This is an optimization exercise on Yosys and OpenROAD, whose aim is small area and a short achievable clock period, not a production implementation.
Function was checked by simulation only, so behaviour that the tests miss may differ from the original.
Power and IR drop assume default switching activity.

Design pipelined_mips, start of the top module:
module pipelined_mips(
    input clk,
    input nrst,
    input [31:0] inst,
    input [31:0] data_in,
    output [31:0] data_out,
    output data_wr,
    output [31:0] inst_addr,
    output [31:0] data_addr,
    output [31:0] pc_IF,
    output [31:0] pc_ID,
    output [31:0] pc_EXE,
    output [31:0] pc_MEM,
    output [31:0] pc_WB
);
Size in the first run: roughly 1500 flip-flops, about 0.062 mm^2 of cells after synthesis.
Settings: LEC_CHECK=0, CAP_MARGIN=20, CORE_MARGIN=2, CORE_UTILIZATION=40, CTS_CLUSTER_DIAMETER=70, CTS_CLUSTER_SIZE=30, SLEW_MARGIN=20; clock period 9.0 ns.
standard.sh (not shown) runs the stock make flow with config.mk's settings and CLKGATE_MAP_FILE= SYNTH_SCRIPT=/design/flow/synth_recipe.tcl, a recipe that flattens the netlist after the stock synthesis.
==> flow/flow/run.sh <==
#!/bin/bash
# Layout with the standard flow (standard.sh), changing only how it optimises:
#  - no full/half-adder cell extraction in synthesis (ADDER_MAP_FILE empty), so the
#    parallel-prefix adder in the RTL is mapped by ABC as plain gates;
#  - port buffers are buf_4 instead of the default delay-buffer pick.
# The clock period, SDC and everything else are the standard flow's. Make's output goes to
# flow_standard.log here; each ORFS step logs under orfs/logs/.
set -euo pipefail
bash standard.sh ADDER_MAP_FILE= SETUP_SLACK_MARGIN=5.8 \
    "BUFFER_PORTS_ARGS=-buffer_cell sky130_fd_sc_hd__buf_4" finish > flow_standard.log 2>&1
The first run finished clean.
Change:
--- a/flow/flow/run.sh
+++ b/flow/flow/run.sh
@@ -5 +5 @@
-#  - port buffers are buf_4 instead of the default delay-buffer pick.
+#  - port buffers are buf_2 instead of the default delay-buffer pick.
@@ -10 +10 @@
-    "BUFFER_PORTS_ARGS=-buffer_cell sky130_fd_sc_hd__buf_4" finish > flow_standard.log 2>&1
+    "BUFFER_PORTS_ARGS=-buffer_cell sky130_fd_sc_hd__buf_2" finish > flow_standard.log 2>&1
After rerunning:
- core utilization came out lower by 0.81 points
- via count came out higher by 1.0%
- first-iteration DRC count came out higher by 5.4%
- clock-buffer cell count came out higher by 3
- final area came out lower by 1.7%
- sequential power came out higher by about 0.5%
- worst hold slack barely changes
- die area stays the same
- critical path depth came out lower by 2
- power came out lower by 1.3%

The RTL this note starts from:
==> flow/design.v <==
`timescale 1ns/1ps
module pipelined_mips(
    input clk,
    input nrst,
    input [31:0] inst,
    input [31:0] data_in,
    output [31:0] data_out,
    output data_wr,
    output [31:0] inst_addr,
    output [31:0] data_addr,
    output [31:0] pc_IF,
    output [31:0] pc_ID,
    output [31:0] pc_EXE,
    output [31:0] pc_MEM,
    output [31:0] pc_WB
);
    integer i;
    reg [31:0] pc_f;
    reg [31:0] ir_d, pc_d;
    reg        sq_d;             
    reg [31:1] selA_d, selB_d;   
    reg [31:0] pc_e, b_e;
    reg [31:0] a_e;              
    reg [31:0] bx_e;             
    reg [15:0] imm_e;            
    reg [4:0]  wa_e;             
    reg        ar_e, m_e, and_e, or_e, slt_e, sll_e, srl_e;
    reg        lw_e, sw_e, rw_e, jal_e;
    reg        tka_e, tkeq_e, tkne_e;
    reg [31:0] pc_m, alu_m, b_m;
    reg [4:0]  wa_m;             
    reg        sw_m, rw_m, lw_m, jal_m;
    reg [31:0] pc_w;
    reg [31:0] wd_w;             
    reg [4:0]  wa_w;             
    reg        we_w;
    reg [31:0] rf [1:31];
    reg [31:1] vld;
    always @(posedge clk) begin
        for (i = 1; i < 32; i = i + 1)
            if (we_w && wa_w == i)
                rf[i] <= wd_w;
    end
    always @(posedge clk or negedge nrst) begin
        if (!nrst)
            vld <= 31'd0;
        else
            for (i = 1; i < 32; i = i + 1)
                if (we_w && wa_w == i)
                    vld[i] <= 1'b1;
    end
    wire [4:0] rt = ir_d[20:16];
    wire [4:0] rd = ir_d[15:11];
    reg [31:1] vld_next, selA_f, selB_f;
    always @(*)
        for (i = 1; i < 32; i = i + 1) begin
            vld_next[i] = vld[i] | (we_w && wa_w == i);
            selA_f[i] = vld_next[i] && inst[25:21] == i;
            selB_f[i] = vld_next[i] && inst[20:16] == i;
        end
    reg [31:0] rdA, rdB;
    always @(*) begin
        rdA = 32'd0;
        rdB = 32'd0;
        for (i = 1; i < 32; i = i + 1) begin
            rdA = rdA | ({32{selA_d[i]}} & rf[i]);
            rdB = rdB | ({32{selB_d[i]}} & rf[i]);
        end
    end
    wire [5:0] opc = ir_d[31:26];
    wire [5:0] fn  = ir_d[5:0];
    wire rtype  = opc == 6'h00;
    wire f_add  = rtype && fn == 6'h20;
    wire f_sub  = rtype && fn == 6'h22;
    wire f_and  = rtype && fn == 6'h24;
    wire f_or   = rtype && fn == 6'h25;
    wire f_slt  = rtype && fn == 6'h2A;
    wire f_sll  = rtype && fn == 6'h00;
    wire f_srl  = rtype && fn == 6'h02;
    wire f_jr   = rtype && fn == 6'h08;
    wire o_lw   = opc == 6'h23;
    wire o_sw   = opc == 6'h2B;
    wire o_addi = opc == 6'h08;
    wire o_andi = opc == 6'h0C;
    wire o_ori  = opc == 6'h0D;
    wire o_slti = opc == 6'h0A;
    wire o_beq  = opc == 6'h04;
    wire o_bne  = opc == 6'h05;
    wire o_j    = opc == 6'h02;
    wire o_jal  = opc == 6'h03;
    wire d_add  = o_lw | o_sw | o_addi | f_add;
    wire d_sub  = o_beq | o_bne | f_sub;
    wire d_and  = o_andi | f_and;
    wire d_or   = o_ori | f_or;
    wire d_slt  = o_slti | f_slt;
    wire d_src  = o_lw | o_sw | o_addi | o_andi | o_ori | o_slti;
    wire d_rw   = rtype | o_addi | o_andi | o_slti | o_ori | o_lw | o_jal;
    wire jump   = o_j | o_jal;
    wire [4:0] wa_d = o_jal ? 5'd31 : (rtype ? rd : rt);
    wire [31:0] opB_d = d_src ? {{16{ir_d[15]}}, ir_d[15:0]} : rdB;
    reg  [31:0] bx_d;
    always @(*)
        for (i = 0; i < 32; i = i + 1)
            bx_d[i] = f_sll ? rdB[31 - i] : opB_d[i];
    wire [31:0] bx = bx_e;
    reg  [31:0] pg [0:5];
    reg  [31:0] pp [0:5];
    reg  [31:0] sum;
    integer l, j;
    always @(*) begin
        pg[0] = a_e & bx;
        pp[0] = a_e ^ bx;
        for (l = 0; l < 5; l = l + 1) begin
            pg[l+1] = pg[l];
            pp[l+1] = pp[l];
            for (i = 0; i < 32; i = i + 1)
                if ((i >> l) & 1) begin
                    j = ((i >> (l + 1)) << (l + 1)) + (1 << l) - 1;
                    pg[l+1][i] = pg[l][i] | (pp[l][i] & pg[l][j]);
                    pp[l+1][i] = pp[l][i] & pp[l][j];
                end
        end
        sum = pp[0] ^ {pg[5][30:0], 1'b0};
    end
    wire lt = (a_e[31] ~^ bx[31]) ? ~a_e[31] : ~sum[31];
    wire [4:0] sh = imm_e[10:6];
    wire [31:0] shr = bx >> sh;
    reg  [31:0] shl;
    always @(*)
        for (i = 0; i < 32; i = i + 1)
            shl[i] = shr[31 - i];
    wire [31:0] alu_res = ({32{ar_e}}  & (sum ^ {32{m_e}}))
                        | ({32{and_e}} & (a_e & bx))
                        | ({32{or_e}}  & (a_e | bx))
                        | {31'd0, slt_e & lt}
                        | ({32{sll_e}} & shl)
                        | ({32{srl_e}} & shr);
    wire eq = &(a_e ^ b_e);
    wire pc_src = tka_e | (tkeq_e & eq) | (tkne_e & ~eq);
    wire [31:0] btarget = {pc_e[31:2] + {{14{imm_e[15]}}, imm_e} + 30'd1, pc_e[1:0]};
    wire [31:0] pc4_f = {pc_f[31:2] + 30'd1, pc_f[1:0]};
    wire [3:0]  pc4_d_hi = pc_d[31:28] + {3'd0, &pc_d[27:2]};
    wire [31:0] jtarget = {10'd0, pc4_d_hi, ir_d[15:0], 2'b00};
    reg [31:0] npc;
    always @(*) begin
        case ({pc_src, jump, f_jr})
            3'b100:  npc = btarget;
            3'b010:  npc = jtarget;
            3'b001:  npc = rdA;
            default: npc = pc4_f;
        endcase
    end
    wire flush = pc_src | sq_d;
    wire [31:0] pc4_m = {pc_m[31:2] + 30'd1, pc_m[1:0]};
    wire [31:0] wd_m = jal_m ? pc4_m : (lw_m ? data_in : alu_m);
    always @(posedge clk or negedge nrst) begin
        if (!nrst) begin
            pc_f <= 32'd0;
            ir_d <= 32'd0; pc_d <= 32'd0; sq_d <= 1'b0;
            selA_d <= 31'd0; selB_d <= 31'd0;
            pc_e <= 32'd0; b_e <= 32'd0;
            ar_e <= 1'b0; m_e <= 1'b0; and_e <= 1'b0; or_e <= 1'b0;
            slt_e <= 1'b0; sll_e <= 1'b0; srl_e <= 1'b0;
            lw_e <= 1'b0; sw_e <= 1'b0; rw_e <= 1'b0; jal_e <= 1'b0;
            tka_e <= 1'b0; tkeq_e <= 1'b0; tkne_e <= 1'b0;
            pc_m <= 32'd0; alu_m <= 32'd0; b_m <= 32'd0;
            sw_m <= 1'b0; rw_m <= 1'b0; lw_m <= 1'b0; jal_m <= 1'b0;
            pc_w <= 32'd0; we_w <= 1'b0;
        end else begin
            pc_f <= npc;
            ir_d <= inst;
            selA_d <= selA_f;
            selB_d <= selB_f;
            pc_d <= pc_f;
            sq_d <= pc_src | jump | f_jr;
            pc_e <= pc_d;
            b_e <= rdB;
            ar_e  <= ~flush & (d_add | d_sub);
            m_e   <= ~flush & (d_sub | d_slt);
            and_e <= ~flush & d_and;
            or_e  <= ~flush & d_or;
            slt_e <= ~flush & d_slt;
            sll_e <= ~flush & f_sll;
            srl_e <= ~flush & f_srl;
            lw_e  <= ~flush & o_lw;
            sw_e  <= ~flush & o_sw;
            rw_e  <= ~flush & d_rw & (wa_d != 5'd0);
            jal_e <= o_jal;
            tka_e  <= o_beq & flush;
            tkeq_e <= o_beq & ~flush;
            tkne_e <= o_bne & ~flush;
            pc_m <= pc_e;
            alu_m <= alu_res;
            b_m <= b_e;
            sw_m <= sw_e; rw_m <= rw_e; lw_m <= lw_e; jal_m <= jal_e;
            pc_w <= pc_m;
            we_w <= rw_m;
        end
    end
    always @(posedge clk) begin
        a_e <= rdA ^ {32{d_sub | d_slt}};
        bx_e <= bx_d;
        imm_e <= ir_d[15:0];
        wa_e <= wa_d;
        wa_m <= wa_e;
        wa_w <= wa_m;
        wd_w <= wd_m;
    end
    assign inst_addr = pc_f;
    assign pc_IF = pc_f;
    assign pc_ID = pc_d;
    assign pc_EXE = pc_e;
    assign pc_MEM = pc_m;
    assign pc_WB = pc_w;
    assign data_addr = alu_m;
    assign data_out = b_m;
    assign data_wr = sw_m;
endmodule
Settings: LEC_CHECK=0, CAP_MARGIN=20, CORE_MARGIN=2, CORE_UTILIZATION=50, CTS_CLUSTER_DIAMETER=60, CTS_CLUSTER_SIZE=25, SLEW_MARGIN=20; clock period 9.0 ns.
==> flow/flow/run.sh <==
#!/bin/bash
# Layout with the standard flow (standard.sh), changing only how it optimises:
#  - no full/half-adder cell extraction in synthesis (ADDER_MAP_FILE empty), so the
#    parallel-prefix adder in the RTL is mapped by ABC as plain gates;
#  - port buffers are buf_2 instead of the default delay-buffer pick.
# The clock period, SDC and everything else are the standard flow's. Make's output goes to
# flow_standard.log here; each ORFS step logs under orfs/logs/.
set -euo pipefail
bash standard.sh ADDER_MAP_FILE= SETUP_SLACK_MARGIN=5.8 \
    "BUFFER_PORTS_ARGS=-buffer_cell sky130_fd_sc_hd__buf_2" finish > flow_standard.log 2>&1
The first run completed without violations.
==> next run, changes <==
--- a/flow/flow/run.sh
+++ b/flow/flow/run.sh
@@ -8,3 +8,3 @@
 set -euo pipefail
-bash standard.sh ADDER_MAP_FILE= SETUP_SLACK_MARGIN=5.8 \
+bash standard.sh ADDER_MAP_FILE= SETUP_SLACK_MARGIN=6.0 \
     "BUFFER_PORTS_ARGS=-buffer_cell sky130_fd_sc_hd__buf_2" finish > flow_standard.log 2>&1
The new run finished clean.
Sequential share of layout area went down by 1.5 points.
Sequential cell count does not change.
Worst hold slack gets worse by 0.011 ns.
Die area stays the same.
Total power went up by a few percent.
Core utilization grows by 1.6 points.
Non-clock buffer count rises by 85.

## static timing again, ports no longer ideal
How much do the figures lean on ideal ports? The routed layouts below were timed once more, with nothing changed but the port constraints. Step 1 (the two cells are an assumption about what drives the block):
set clk [get_ports {clk}]
set_driving_cell -lib_cell sky130_fd_sc_hd__clkbuf_16 $clk
set_driving_cell -lib_cell sky130_fd_sc_hd__buf_2 [delete_from_list [all_inputs] $clk]
Step 2 times the ports against the registers' clock, not the clock port: input delays grow and output delays shrink by t, the midpoint of the rising clock arrivals with the driver on. Slacks: no drivers / after step 1 / after step 2; pairs: no drivers / after step 1.
run	t, ns	slack for setup (ns)	worst hold slack (ns)
the first run of note 1	0.839	5.412 / 5.412 / 5.412	0.336 / 0.336 / 0.336
the second run of note 1	0.819	5.640 / 5.628 / 5.640	0.334 / 0.334 / 0.334
the first run of note 2	0.862	5.684 / 5.666 / 5.553	0.342 / 0.342 / 0.342
the second run of note 2	0.857	5.703 / 5.619 / 5.477	0.331 / 0.331 / 0.331
After both steps every run listed still meets setup and hold. The setup slack of the second run of note 2, which loses most, moves by -0.084 ns with the drivers and by -0.226 ns with both steps. The worst setup slack also covers recovery checks on asynchronous resets.
